From an optimization exercise on the open Yosys and OpenROAD flow, aimed at small area; shortcuts taken in it are not production practice.
The RTL was checked by simulation tests, not by an equivalence proof against the original design.
The clock port is modelled as an ideal driver; clocking choices that lean on that would not hold on a real chip.
Power figures rest on the tool's default switching activity, not on a simulated workload.

## try-amber
Design processing_unit, start of the top module:
module processing_unit(
    input clock,
    input reset,
    input start,
    output input_req,
    input [(6 - 1) : 0] input_val,
    input input_ready,
    input [(2 * 2 * 6 - 1) : 0] weight_vals,
    output [(6 - 1) : 0] output_val,
    output output_valid,
    output done
);
Size in the first run: ~270 cells after synthesis, about 37 flip-flops, about 43 I/O pins, ~2100 um2 of cells after synthesis.
==> flow/config.mk <==
export PLATFORM = sky130hd
export DESIGN_NAME = processing_unit
export DESIGN_NICKNAME = processing_unit
export VERILOG_FILES = /design/flow/design.v
export SDC_FILE = /design/flow/constraint.sdc
export NUM_CORES = 4
export LEC_CHECK = 0
export CAP_MARGIN = 20
export CORE_MARGIN = 2
export CORE_UTILIZATION = 70
export SLEW_MARGIN = 20
==> flow/constraint.sdc <==
create_clock -name core_clock -period 6.0 [get_ports {clock}]
set_input_delay 1.2000 -clock core_clock [delete_from_list [all_inputs] [get_ports {clock}]]
set_output_delay 1.2000 -clock core_clock [all_outputs]
set_load 0.01 [all_outputs]
standard.sh (not shown) runs the stock make flow with config.mk's settings and CLKGATE_MAP_FILE= SYNTH_SCRIPT=/design/flow/synth_recipe.tcl, a recipe that flattens the netlist after the stock synthesis.
==> flow/flow/run.sh <==
#!/bin/bash
# Standard layout, except:
# - port buffers are plain buf_1 cells;
# - the clock tree is a single clock buffer driving every register, built by
#   flow/cts_one_buffer.tcl in place of ORFS's CTS step.
set -euo pipefail
export BUFFER_PORTS_ARGS="-buffer_cell sky130_fd_sc_hd__buf_1"
bash standard.sh place > standard_place.log 2>&1
R=orfs/results/${FLOW_PLATFORM}/processing_unit/base
export RESULTS_DIR=$PWD/$R
export CLKBUF_CELL=${CLKBUF_CELL:-sky130_fd_sc_hd__clkbuf_16}
export CLKBUF_COUNT=${CLKBUF_COUNT:-1}
openroad -no_init -exit flow/cts_one_buffer.tcl > cts_one_buffer.log 2>&1
cp $R/4_1_cts.odb $R/4_cts.odb
touch $R/4_cts.sdc
bash standard.sh finish > standard_finish.log 2>&1
==> flow/flow/cts_one_buffer.tcl <==
# Small clock tree: the clock port drives CLKBUF_COUNT clock buffers, each at
# the centre of its share of the registers (split by x position), and each
# buffer drives its registers' clock pins directly.
set plat $::env(FLOW_HOME)/platforms/$::env(FLOW_PLATFORM)
read_liberty $plat/lib/sky130_fd_sc_hd__tt_025C_1v80.lib
read_db $::env(RESULTS_DIR)/3_place.odb
read_sdc $::env(RESULTS_DIR)/3_place.sdc
source $plat/setRC.tcl

set block [ord::get_db_block]
set dbu [$block getDbUnitsPerMicron]
set k $::env(CLKBUF_COUNT)
set regs {}
foreach inst [$block getInsts] {
  if { [[$inst getMaster] isSequential] } {
    set bb [$inst getBBox]
    lappend regs [list [expr {([$bb xMin] + [$bb xMax]) / 2.0 / $dbu}] \
                       [expr {([$bb yMin] + [$bb yMax]) / 2.0 / $dbu}] [$inst getName]]
  }
}
set regs [lsort -real -index 0 $regs]
set n [llength $regs]
puts "registers: $n, clock buffers: $k"
for {set g 0} {$g < $k} {incr g} {
  set lo [expr {$g * $n / $k}]
  set hi [expr {($g + 1) * $n / $k - 1}]
  set sx 0.0; set sy 0.0; set pins {}
  foreach r [lrange $regs $lo $hi] {
    set sx [expr {$sx + [lindex $r 0]}]
    set sy [expr {$sy + [lindex $r 1]}]
    lappend pins [get_pins "[lindex $r 2]/CLK"]
  }
  set m [expr {$hi - $lo + 1}]
  insert_buffer -buffer_cell $::env(CLKBUF_CELL) -net clock -load_pins $pins \
    -location [list [expr {$sx / $m}] [expr {$sy / $m}]] -buffer_name clkbuf_$g
}
set clkin [$block findNet clock]
$clkin setSigType CLOCK
foreach it [$clkin getITerms] {
  set buf [$it getInst]
  set net [[$buf findITerm X] getNet]
  $net setSigType CLOCK
  puts "clock buffer [$buf getName] ([[$buf getMaster] getName]) drives [llength [$net getITerms]] pins"
}
if { [llength [$clkin getITerms]] != $k } { error "clock port drives [llength [$clkin getITerms]] pins" }

detailed_placement
check_placement -verbose
set_propagated_clock [all_clocks]
estimate_parasitics -placement
report_clock_skew
report_checks -path_delay min_max
report_check_types -max_slew -max_capacitance -violators
write_db $::env(RESULTS_DIR)/4_1_cts.odb
write_sdc -no_timestamp $::env(RESULTS_DIR)/4_cts.sdc
try-amber completed; timing, DRC and antenna clean
Modified inputs, try-raven compared to try-amber
--- a/flow/flow/run.sh
+++ b/flow/flow/run.sh
@@ -9,6 +9,6 @@
 R=orfs/results/${FLOW_PLATFORM}/processing_unit/base
 export RESULTS_DIR=$PWD/$R
-export CLKBUF_CELL=${CLKBUF_CELL:-sky130_fd_sc_hd__clkbuf_16}
-export CLKBUF_COUNT=${CLKBUF_COUNT:-1}
+export CLKBUF_CELL=${CLKBUF_CELL:-sky130_fd_sc_hd__clkbuf_8}
+export CLKBUF_COUNT=${CLKBUF_COUNT:-2}
 openroad -no_init -exit flow/cts_one_buffer.tcl > cts_one_buffer.log 2>&1
 cp $R/4_1_cts.odb $R/4_cts.odb
## What came out
Between try-raven and try-amber, the final area does not differ in any meaningful way. Via count: try-amber vs try-raven — no meaningful difference. try-raven vs try-amber: share of post-route cells with drive strength above 1 up.
For try-violet, these inputs were changed with respect to try-raven:
Settings: a change of CORE_UTILIZATION from 70 to 40.
## What came out
- Changes observed in try-violet relative to try-raven: sequential share of layout area decreased by 0.66 points relative to the old numbers, average detailed-routed wire length per instance now smaller, proportion of power drawn by combinational gates has decreased, hold slack decreased 0.028 ns, internal power contribution now sits at about the same level.
- Compared with try-raven, try-violet shows a higher net switching share of the total power.
- Delta (try-violet minus try-raven): power of the combinational group barely changed, final setup slack of the worst path climbed 0.012 ns, total routed wirelength climbed 180 um, vertical die dimension climbed 30%.

Setup of try-fjord:
processing_unit, a different RTL version from the one above (not shown whole).
Size in the first run: roughly 37 flip-flops.
export LEC_CHECK = 0
export CAP_MARGIN = 20
export CORE_AREA = 2.3 2.72 59.8 59.84
export DIE_AREA = 0 0 62 62
export SLEW_MARGIN = 20
create_clock -name core_clock -period 6.0 [get_ports {clock}]
==> flow/flow/run.sh <==
#!/bin/bash
# The standard layout (standard.sh), with three changes:
# - synthesis is the standard one (synth_recipe.tcl and ORFS's synth.tcl) with
#   only ABC's script swapped for an area-oriented one (flow/area.abc); the
#   registers are mapped before ABC runs, so they are the standard ones;
# - port buffers are plain buf_1 cells;
# - the clock tree is CLKBUF_COUNT clock buffers built by
#   flow/cts_one_buffer.tcl in place of ORFS's CTS step.
# Each tool's output goes to a log file of its own in this folder.
set -euo pipefail
W=$PWD
export BUFFER_PORTS_ARGS="-buffer_cell sky130_fd_sc_hd__buf_1"
export AREA_ABC_SCRIPT=$W/flow/area.abc

sed -e 's#log_cmd abc {\*}\$abc_args#set abc_args [lreplace $abc_args 1 1 $::env(AREA_ABC_SCRIPT)]\n  log_cmd abc {*}$abc_args#' \
  $FLOW_HOME/scripts/synth.tcl > $W/synth_area.tcl
grep -q AREA_ABC_SCRIPT $W/synth_area.tcl
sed -e "s#source \$::env(SCRIPTS_DIR)/synth.tcl#source $W/synth_area.tcl#" synth_recipe.tcl > $W/synth_recipe_area.tcl
grep -q synth_area.tcl $W/synth_recipe_area.tcl
sed -e "s#SYNTH_SCRIPT=[^ ]*#SYNTH_SCRIPT=$W/synth_recipe_area.tcl#" standard.sh > $W/synth_area.sh
grep -q synth_recipe_area.tcl $W/synth_area.sh
bash $W/synth_area.sh synth > synth_area.log 2>&1

bash standard.sh place > standard_place.log 2>&1
R=orfs/results/${FLOW_PLATFORM}/processing_unit/base
export RESULTS_DIR=$W/$R
export CLKBUF_CELL=${CLKBUF_CELL:-sky130_fd_sc_hd__clkbuf_8}
export CLKBUF_COUNT=${CLKBUF_COUNT:-2}
openroad -no_init -exit flow/cts_one_buffer.tcl > cts_one_buffer.log 2>&1
cp $R/4_1_cts.odb $R/4_cts.odb
touch $R/4_cts.sdc
bash standard.sh finish > standard_finish.log 2>&1
==> flow/flow/area.abc <==
strash
dch
map -a
strash
dch
map -a
topo
stime -c
Scripts as last shown in full above: flow/flow/cts_one_buffer.tcl
try-fjord reached the end of the flow, and the finished layout is clean on the timing, DRC and antenna checks.
Here is what was changed in the inputs of try-garnet compared with try-fjord.
# try-fjord
export LEC_CHECK = 0
export CAP_MARGIN = 20
export CORE_AREA = 2.3 2.72 59.8 59.84
export DIE_AREA = 0 0 62 62
export SLEW_MARGIN = 20
create_clock -name core_clock -period 6.0 [get_ports {clock}]
# try-garnet
export LEC_CHECK = 0
export CAP_MARGIN = 20
export CORE_MARGIN = 2
export CORE_UTILIZATION = 70
export SLEW_MARGIN = 20
create_clock -name core_clock -period 6.0 [get_ports {clock}]
==> flow/flow/area.abc <==
strash
dch -f
amap
topo
stime -c
==> comparison <==
Summary of try-garnet over try-fjord: routed via count divided by cell count moved up, number of nets at the end of the flow moved down.
Number of cells on the worst hold path came out exactly the same in try-fjord and try-garnet.
The more densely filled core belongs to try-garnet, not try-fjord.
Here is what was changed in the inputs of try-zinc compared with try-garnet.
# try-garnet
export LEC_CHECK = 0
export CAP_MARGIN = 20
export CORE_MARGIN = 2
export CORE_UTILIZATION = 70
export SLEW_MARGIN = 20
create_clock -name core_clock -period 6.0 [get_ports {clock}]
# try-zinc
export LEC_CHECK = 0
export CAP_MARGIN = 20
export CORE_AREA = 2.3 2.72 59.8 59.84
export DIE_AREA = 0 0 62 62
export SLEW_MARGIN = 20
create_clock -name core_clock -period 6.0 [get_ports {clock}]
--- a/flow/flow/run.sh
+++ b/flow/flow/run.sh
@@ -26,4 +26,4 @@
 export RESULTS_DIR=$W/$R
-export CLKBUF_CELL=${CLKBUF_CELL:-sky130_fd_sc_hd__clkbuf_8}
-export CLKBUF_COUNT=${CLKBUF_COUNT:-2}
+export CLKBUF_CELL=${CLKBUF_CELL:-sky130_fd_sc_hd__clkbuf_16}
+export CLKBUF_COUNT=${CLKBUF_COUNT:-1}
 openroad -no_init -exit flow/cts_one_buffer.tcl > cts_one_buffer.log 2>&1
==> flow/flow/area.abc <==
strash
dch
map -a
strash
dch
map -a
topo
stime -c
--- a/flow/flow/cts_one_buffer.tcl
+++ b/flow/flow/cts_one_buffer.tcl
@@ -23,12 +23,32 @@
 puts "registers: $n, clock buffers: $k"
+# k-means on the register positions, seeded with strips sorted by x
+for {set i 0} {$i < $n} {incr i} { set grp($i) [expr {$i * $k / $n}] }
+for {set it 0} {$it < 20} {incr it} {
+  for {set g 0} {$g < $k} {incr g} { set cx($g) 0.0; set cy($g) 0.0; set cn($g) 0 }
+  for {set i 0} {$i < $n} {incr i} {
+    set g $grp($i); set r [lindex $regs $i]
+    set cx($g) [expr {$cx($g) + [lindex $r 0]}]; set cy($g) [expr {$cy($g) + [lindex $r 1]}]; incr cn($g)
+  }
+  for {set g 0} {$g < $k} {incr g} {
+    if { $cn($g) > 0 } { set cx($g) [expr {$cx($g) / $cn($g)}]; set cy($g) [expr {$cy($g) / $cn($g)}] }
+  }
+  for {set i 0} {$i < $n} {incr i} {
+    set r [lindex $regs $i]; set best -1; set bd 1e18
+    for {set g 0} {$g < $k} {incr g} {
+      if { $cn($g) == 0 } continue
+      set d [expr {pow([lindex $r 0] - $cx($g), 2) + pow([lindex $r 1] - $cy($g), 2)}]
+      if { $d < $bd } { set bd $d; set best $g }
+    }
+    set grp($i) $best
+  }
+}
 for {set g 0} {$g < $k} {incr g} {
-  set lo [expr {$g * $n / $k}]
-  set hi [expr {($g + 1) * $n / $k - 1}]
-  set sx 0.0; set sy 0.0; set pins {}
-  foreach r [lrange $regs $lo $hi] {
-    set sx [expr {$sx + [lindex $r 0]}]
-    set sy [expr {$sy + [lindex $r 1]}]
+  set pins {}; set sx 0.0; set sy 0.0; set m 0
+  for {set i 0} {$i < $n} {incr i} {
+    if { $grp($i) != $g } continue
+    set r [lindex $regs $i]
+    set sx [expr {$sx + [lindex $r 0]}]; set sy [expr {$sy + [lindex $r 1]}]; incr m
     lappend pins [get_pins "[lindex $r 2]/CLK"]
   }
-  set m [expr {$hi - $lo + 1}]
+  if { $m == 0 } continue
   insert_buffer -buffer_cell $::env(CLKBUF_CELL) -net clock -load_pins $pins \
@@ -44,3 +64,3 @@
 }
-if { [llength [$clkin getITerms]] != $k } { error "clock port drives [llength [$clkin getITerms]] pins" }
+if { [llength [$clkin getITerms]] > $k || [llength [$clkin getITerms]] > 4 } { error "clock port drives [llength [$clkin getITerms]] pins" }
 
==> notes.md <==
| global routing usage summed across all routing layers | lower: try-zinc |. try-garnet → try-zinc: number of buffers outside the clock class in the layout went down; largest net degree at the start of global routing higher; worst relative slew slack now sits lower. try-zinc improves on try-garnet in final wirelength.
Edits applied to the flow inputs when going from try-zinc to try-harbor:
# try-zinc
export LEC_CHECK = 0
export CAP_MARGIN = 20
export CORE_AREA = 2.3 2.72 59.8 59.84
export DIE_AREA = 0 0 62 62
export SLEW_MARGIN = 20
create_clock -name core_clock -period 6.0 [get_ports {clock}]
# try-harbor
export LEC_CHECK = 0
export CAP_MARGIN = 20
export CORE_MARGIN = 2
export CORE_UTILIZATION = 70
export SLEW_MARGIN = 20
create_clock -name core_clock -period 6.0 [get_ports {clock}]
--- a/flow/flow/run.sh
+++ b/flow/flow/run.sh
@@ -26,4 +26,4 @@
 export RESULTS_DIR=$W/$R
-export CLKBUF_CELL=${CLKBUF_CELL:-sky130_fd_sc_hd__clkbuf_16}
-export CLKBUF_COUNT=${CLKBUF_COUNT:-1}
+export CLKBUF_CELL=${CLKBUF_CELL:-sky130_fd_sc_hd__clkbuf_8}
+export CLKBUF_COUNT=${CLKBUF_COUNT:-2}
 openroad -no_init -exit flow/cts_one_buffer.tcl > cts_one_buffer.log 2>&1
==> flow/flow/area.abc <==
strash
dch
map -a
topo
stime -c
--- a/flow/flow/cts_one_buffer.tcl
+++ b/flow/flow/cts_one_buffer.tcl
@@ -23,32 +23,12 @@
 puts "registers: $n, clock buffers: $k"
-# k-means on the register positions, seeded with strips sorted by x
-for {set i 0} {$i < $n} {incr i} { set grp($i) [expr {$i * $k / $n}] }
-for {set it 0} {$it < 20} {incr it} {
-  for {set g 0} {$g < $k} {incr g} { set cx($g) 0.0; set cy($g) 0.0; set cn($g) 0 }
-  for {set i 0} {$i < $n} {incr i} {
-    set g $grp($i); set r [lindex $regs $i]
-    set cx($g) [expr {$cx($g) + [lindex $r 0]}]; set cy($g) [expr {$cy($g) + [lindex $r 1]}]; incr cn($g)
-  }
-  for {set g 0} {$g < $k} {incr g} {
-    if { $cn($g) > 0 } { set cx($g) [expr {$cx($g) / $cn($g)}]; set cy($g) [expr {$cy($g) / $cn($g)}] }
-  }
-  for {set i 0} {$i < $n} {incr i} {
-    set r [lindex $regs $i]; set best -1; set bd 1e18
-    for {set g 0} {$g < $k} {incr g} {
-      if { $cn($g) == 0 } continue
-      set d [expr {pow([lindex $r 0] - $cx($g), 2) + pow([lindex $r 1] - $cy($g), 2)}]
-      if { $d < $bd } { set bd $d; set best $g }
-    }
-    set grp($i) $best
-  }
-}
 for {set g 0} {$g < $k} {incr g} {
-  set pins {}; set sx 0.0; set sy 0.0; set m 0
-  for {set i 0} {$i < $n} {incr i} {
-    if { $grp($i) != $g } continue
-    set r [lindex $regs $i]
-    set sx [expr {$sx + [lindex $r 0]}]; set sy [expr {$sy + [lindex $r 1]}]; incr m
+  set lo [expr {$g * $n / $k}]
+  set hi [expr {($g + 1) * $n / $k - 1}]
+  set sx 0.0; set sy 0.0; set pins {}
+  foreach r [lrange $regs $lo $hi] {
+    set sx [expr {$sx + [lindex $r 0]}]
+    set sy [expr {$sy + [lindex $r 1]}]
     lappend pins [get_pins "[lindex $r 2]/CLK"]
   }
-  if { $m == 0 } continue
+  set m [expr {$hi - $lo + 1}]
   insert_buffer -buffer_cell $::env(CLKBUF_CELL) -net clock -load_pins $pins \
@@ -64,3 +44,3 @@
 }
-if { [llength [$clkin getITerms]] > $k || [llength [$clkin getITerms]] > 4 } { error "clock port drives [llength [$clkin getITerms]] pins" }
+if { [llength [$clkin getITerms]] != $k } { error "clock port drives [llength [$clkin getITerms]] pins" }
 
## What came out
try-harbor reached the final stage; the timing, DRC and antenna checks on its layout passed.
Comparing try-harbor and try-zinc, share of cells above drive strength 1 is higher on try-harbor.
Layout inverter count without the clock tree sits higher in try-harbor than in try-zinc.
On net switching fraction of the power, try-harbor and try-zinc are basically level.
sky130_fd_sc_hd__maj3_1 as the cell with the largest stage delay on the worst path was reported by try-harbor, and sky130_fd_sc_hd__dfxtp_1 by try-zinc.
Taking try-zinc over try-harbor, the number of tap cells inserted ratio works out to 1.5.
The simple-gate share of the synthesized area of try-harbor exceeds that of try-zinc by 0.61 points.
Clock period minus worst slack: try-harbor and try-zinc compared, lower one is try-zinc

what the ideal ports hide:
Ports are ideal in the flow. The routed layouts listed here were re-timed in OpenROAD.
Step 1, drivers: a clkbuf_16 drives clock and a buf_2 each remaining input, both assumed.
Step 2 moves the port delays by t, midway between the first and last clock arrival at a register: inputs arrive t later, outputs are due t later. That takes back most of the time a late clock gives input paths.
a / b / c = ideal / step 1 / step 2; a / b = the first two.
run	t (ns)	setup WS [ns]	latest minus earliest clock arrival (ns)
try-amber	0.209	3.190 / 3.198 / 2.989	0.005 / 0.004
try-raven	0.195	3.151 / 3.165 / 2.971	0.006 / 0.005
try-violet	0.203	3.164 / 3.181 / 2.978	0.009 / 0.010
try-fjord	0.198	3.113 / 3.113 / 3.113	0.016 / 0.016
try-garnet	0.200	2.857 / 2.857 / 2.857	0.008 / 0.008
try-zinc	0.212	3.108 / 3.108 / 3.108	0.008 / 0.008
try-harbor	0.194	2.943 / 2.957 / 2.763	0.010 / 0.010
After both steps every run listed still meets setup and hold. For try-amber, which loses most, drivers alone change the setup slack by +0.008 ns; drivers and shift together by -0.201 ns.
